What follows belongs to an exercise in optimizing a design on an open flow for small area; a production flow would make more cautious choices.
Function was checked by simulation only, so behaviour that the tests miss may differ from the original.

== run 5 ==
// CC
module CC(
           clk,
           rst_n,
           in_valid,
           mode,
           xi,
           yi,
           out_valid,
           xo,
           yo
       );
Size in the first run: roughly 990 cells after synthesis, about 130 flip-flops, roughly 0.0086 mm^2 of cells after synthesis.
==> flow/config.mk <==
export PLATFORM = sky130hd
export DESIGN_NAME = CC
export DESIGN_NICKNAME = CC
export VERILOG_FILES = /design/flow/design.v
export SDC_FILE = /design/flow/constraint.sdc
export NUM_CORES = 4
export LEC_CHECK = 0
export CAP_MARGIN = 20
export CORE_MARGIN = 2
export CORE_UTILIZATION = 40
export CTS_BUF_LIST = sky130_fd_sc_hd__clkbuf_8
export PLACE_DENSITY = 0.6
export SLEW_MARGIN = 20
==> flow/constraint.sdc <==
create_clock -name core_clock -period 50.0 [get_ports {clk}]
set_input_delay 10.0000 -clock core_clock [delete_from_list [all_inputs] [get_ports {clk}]]
set_output_delay 10.0000 -clock core_clock [all_outputs]
set_load 0.01 [all_outputs]
standard.sh (not shown) runs the stock make flow with config.mk's settings and CLKGATE_MAP_FILE= SYNTH_SCRIPT=/design/flow/synth_recipe.tcl, a recipe that flattens the netlist after the stock synthesis.
==> flow/flow/run.sh <==
#!/bin/bash
export CTS_ARGS="-sink_clustering_enable -repair_clock_nets -dont_use_dummy_load -buf_list {sky130_fd_sc_hd__clkbuf_4 sky130_fd_sc_hd__clkbuf_8}"
export BUFFER_PORTS_ARGS="-buffer_cell sky130_fd_sc_hd__buf_1"
bash standard.sh > standard.log 2>&1
Inputs modified between run 5 and run 1:
==> flow/flow/run.sh <==
#!/bin/bash
export CTS_ARGS="-sink_clustering_enable -repair_clock_nets -dont_use_dummy_load -buf_list sky130_fd_sc_hd__clkbuf_8 -sink_buffer_max_cap_derate 2.0"
export BUFFER_PORTS_ARGS="-buffer_cell sky130_fd_sc_hd__buf_1"
bash standard.sh > standard.log 2>&1
## What came out
- Status(run 1) = ERROR, stage = 4_1_cts
- Having completed the whole flow, run 5 delivered a layout that passed the timing, DRC and antenna checks.
- Reported for run 5 and run 1, synthesis-stage register bit count turned out identical to the last digit.
- As far as die boundary height goes, run 1 and run 5 are indistinguishable; the numbers are identical.
- Diff run 1..run 5 | post-synthesis compound-gate area fraction | unchanged

Starting RTL as in the previous note.
clock: 50.0 ns
lec_check: 0
cap_margin: 20
core_margin: 2
core_utilization: 40
cts_buf_list: sky130_fd_sc_hd__clkbuf_8
place_density: 0.6
slew_margin: 20
run.sh (not shown) runs the stock make flow with config.mk's settings and CLKGATE_MAP_FILE= SYNTH_SCRIPT=/design/flow/synth_recipe.tcl, a recipe that flattens the netlist after the stock synthesis.
Stock flow here: none of the scripts above is used.
The starting point went through all stages and came out clean.
Rerun with:
==> flow/flow/run.sh (new file) <==
#!/bin/bash
export CTS_ARGS="-sink_clustering_enable -repair_clock_nets -dont_use_dummy_load -buf_list sky130_fd_sc_hd__clkbuf_16 -sink_buffer_max_cap_derate 2.0"
export BUFFER_PORTS_ARGS="-buffer_cell sky130_fd_sc_hd__buf_1"
bash standard.sh > standard.log 2>&1
==> flow/standard.sh (new file) <==
#!/bin/bash
# synth_recipe.tcl (not shown) runs the flow's synth.tcl, then flattens the netlist and writes it again
# the make line also repeats each setting of config.mk as NAME=value (left out here)
make -C /OpenROAD-flow-scripts/flow DESIGN_CONFIG=/design/flow/config.mk WORK_HOME=/design/flow/orfs CLKGATE_MAP_FILE= SYNTH_SCRIPT=/design/flow/synth_recipe.tcl "${@:-finish}"
removed: flow/run.sh
Outcome: Now the flow did not get past 4_1_cts. Synthesized cell count does not change. Synthesized area is unchanged.

CC again, from the RTL that the note above started with.
export LEC_CHECK = 0
export CAP_MARGIN = 20
export CORE_MARGIN = 2
export CORE_UTILIZATION = 40
export CTS_BUF_LIST = sky130_fd_sc_hd__clkbuf_8
export GPL_ROUTABILITY_DRIVEN = 0
export PLACE_DENSITY = 0.6
export SLEW_MARGIN = 20
create_clock -name core_clock -period 50.0 [get_ports {clk}]
standard.sh (not shown) runs the stock make flow with config.mk's settings and CLKGATE_MAP_FILE= SYNTH_SCRIPT=/design/flow/synth_recipe.tcl, a recipe that flattens the netlist after the stock synthesis.
==> flow/flow/run.sh <==
#!/bin/bash
export CTS_ARGS="-sink_clustering_enable -repair_clock_nets -dont_use_dummy_load -buf_list sky130_fd_sc_hd__clkbuf_8"
export BUFFER_PORTS_ARGS="-buffer_cell sky130_fd_sc_hd__buf_1"
bash standard.sh > standard.log 2>&1
Next try:
CORE_UTILIZATION = 65   (was 40)
GPL_ROUTABILITY_DRIVEN = default   (was 0)
PLACE_DENSITY = 0.8   (was 0.6)
After rerunning: The new run passed the timing, DRC and antenna checks. Area after synthesis stays the same. Sequential share of layout area increases by 0.40 points. Worst setup slack gets better by 0.087 ns. Wire length decreases by a few percent. Clock skew increases by 0.0043 ns. Count of clock-buffer cells in the layout is unchanged. Cell count decreases by a little under a tenth. First-iteration DRC count increases by about a fifth.

[re-timing with driven ports]
The results above use ideal ports. As a check the final layouts listed here were re-extracted and re-timed, cells and wires unchanged.
Step 1, drivers: a clkbuf_16 drives clk and a buf_2 each remaining input, both assumed.
Step 2 adds t to the input delays and takes it off the output delays; t is the mean of the earliest and latest rising clock arrival at the registers after step 1. Input paths then give back, and output paths get back, about the clock's delay inside the block.
Slacks: ideal / step 1 / step 2; pairs: ideal / step 1.
run	t (ns)	setup WS [ns]	worst hold slack (ns)	worst slew at a driven data input, ns
run 5	0.495	31.216 / 31.240 / 30.744	0.461 / 0.461 / 0.461	0.04
the first run of note 2	0.513	30.882 / 30.904 / 30.391	0.466 / 0.466 / 0.466	0.03
the first run of note 3	0.506	30.369 / 30.391 / 29.885	0.457 / 0.457 / 0.457	0.04
the second run of note 3	0.498	30.456 / 30.475 / 29.977	0.460 / 0.460 / 0.460	0.04
After both steps setup and hold are still met in every run listed. The setup slack of the first run of note 2, which loses most, moves by +0.022 ns with the drivers and by -0.491 ns with both steps.
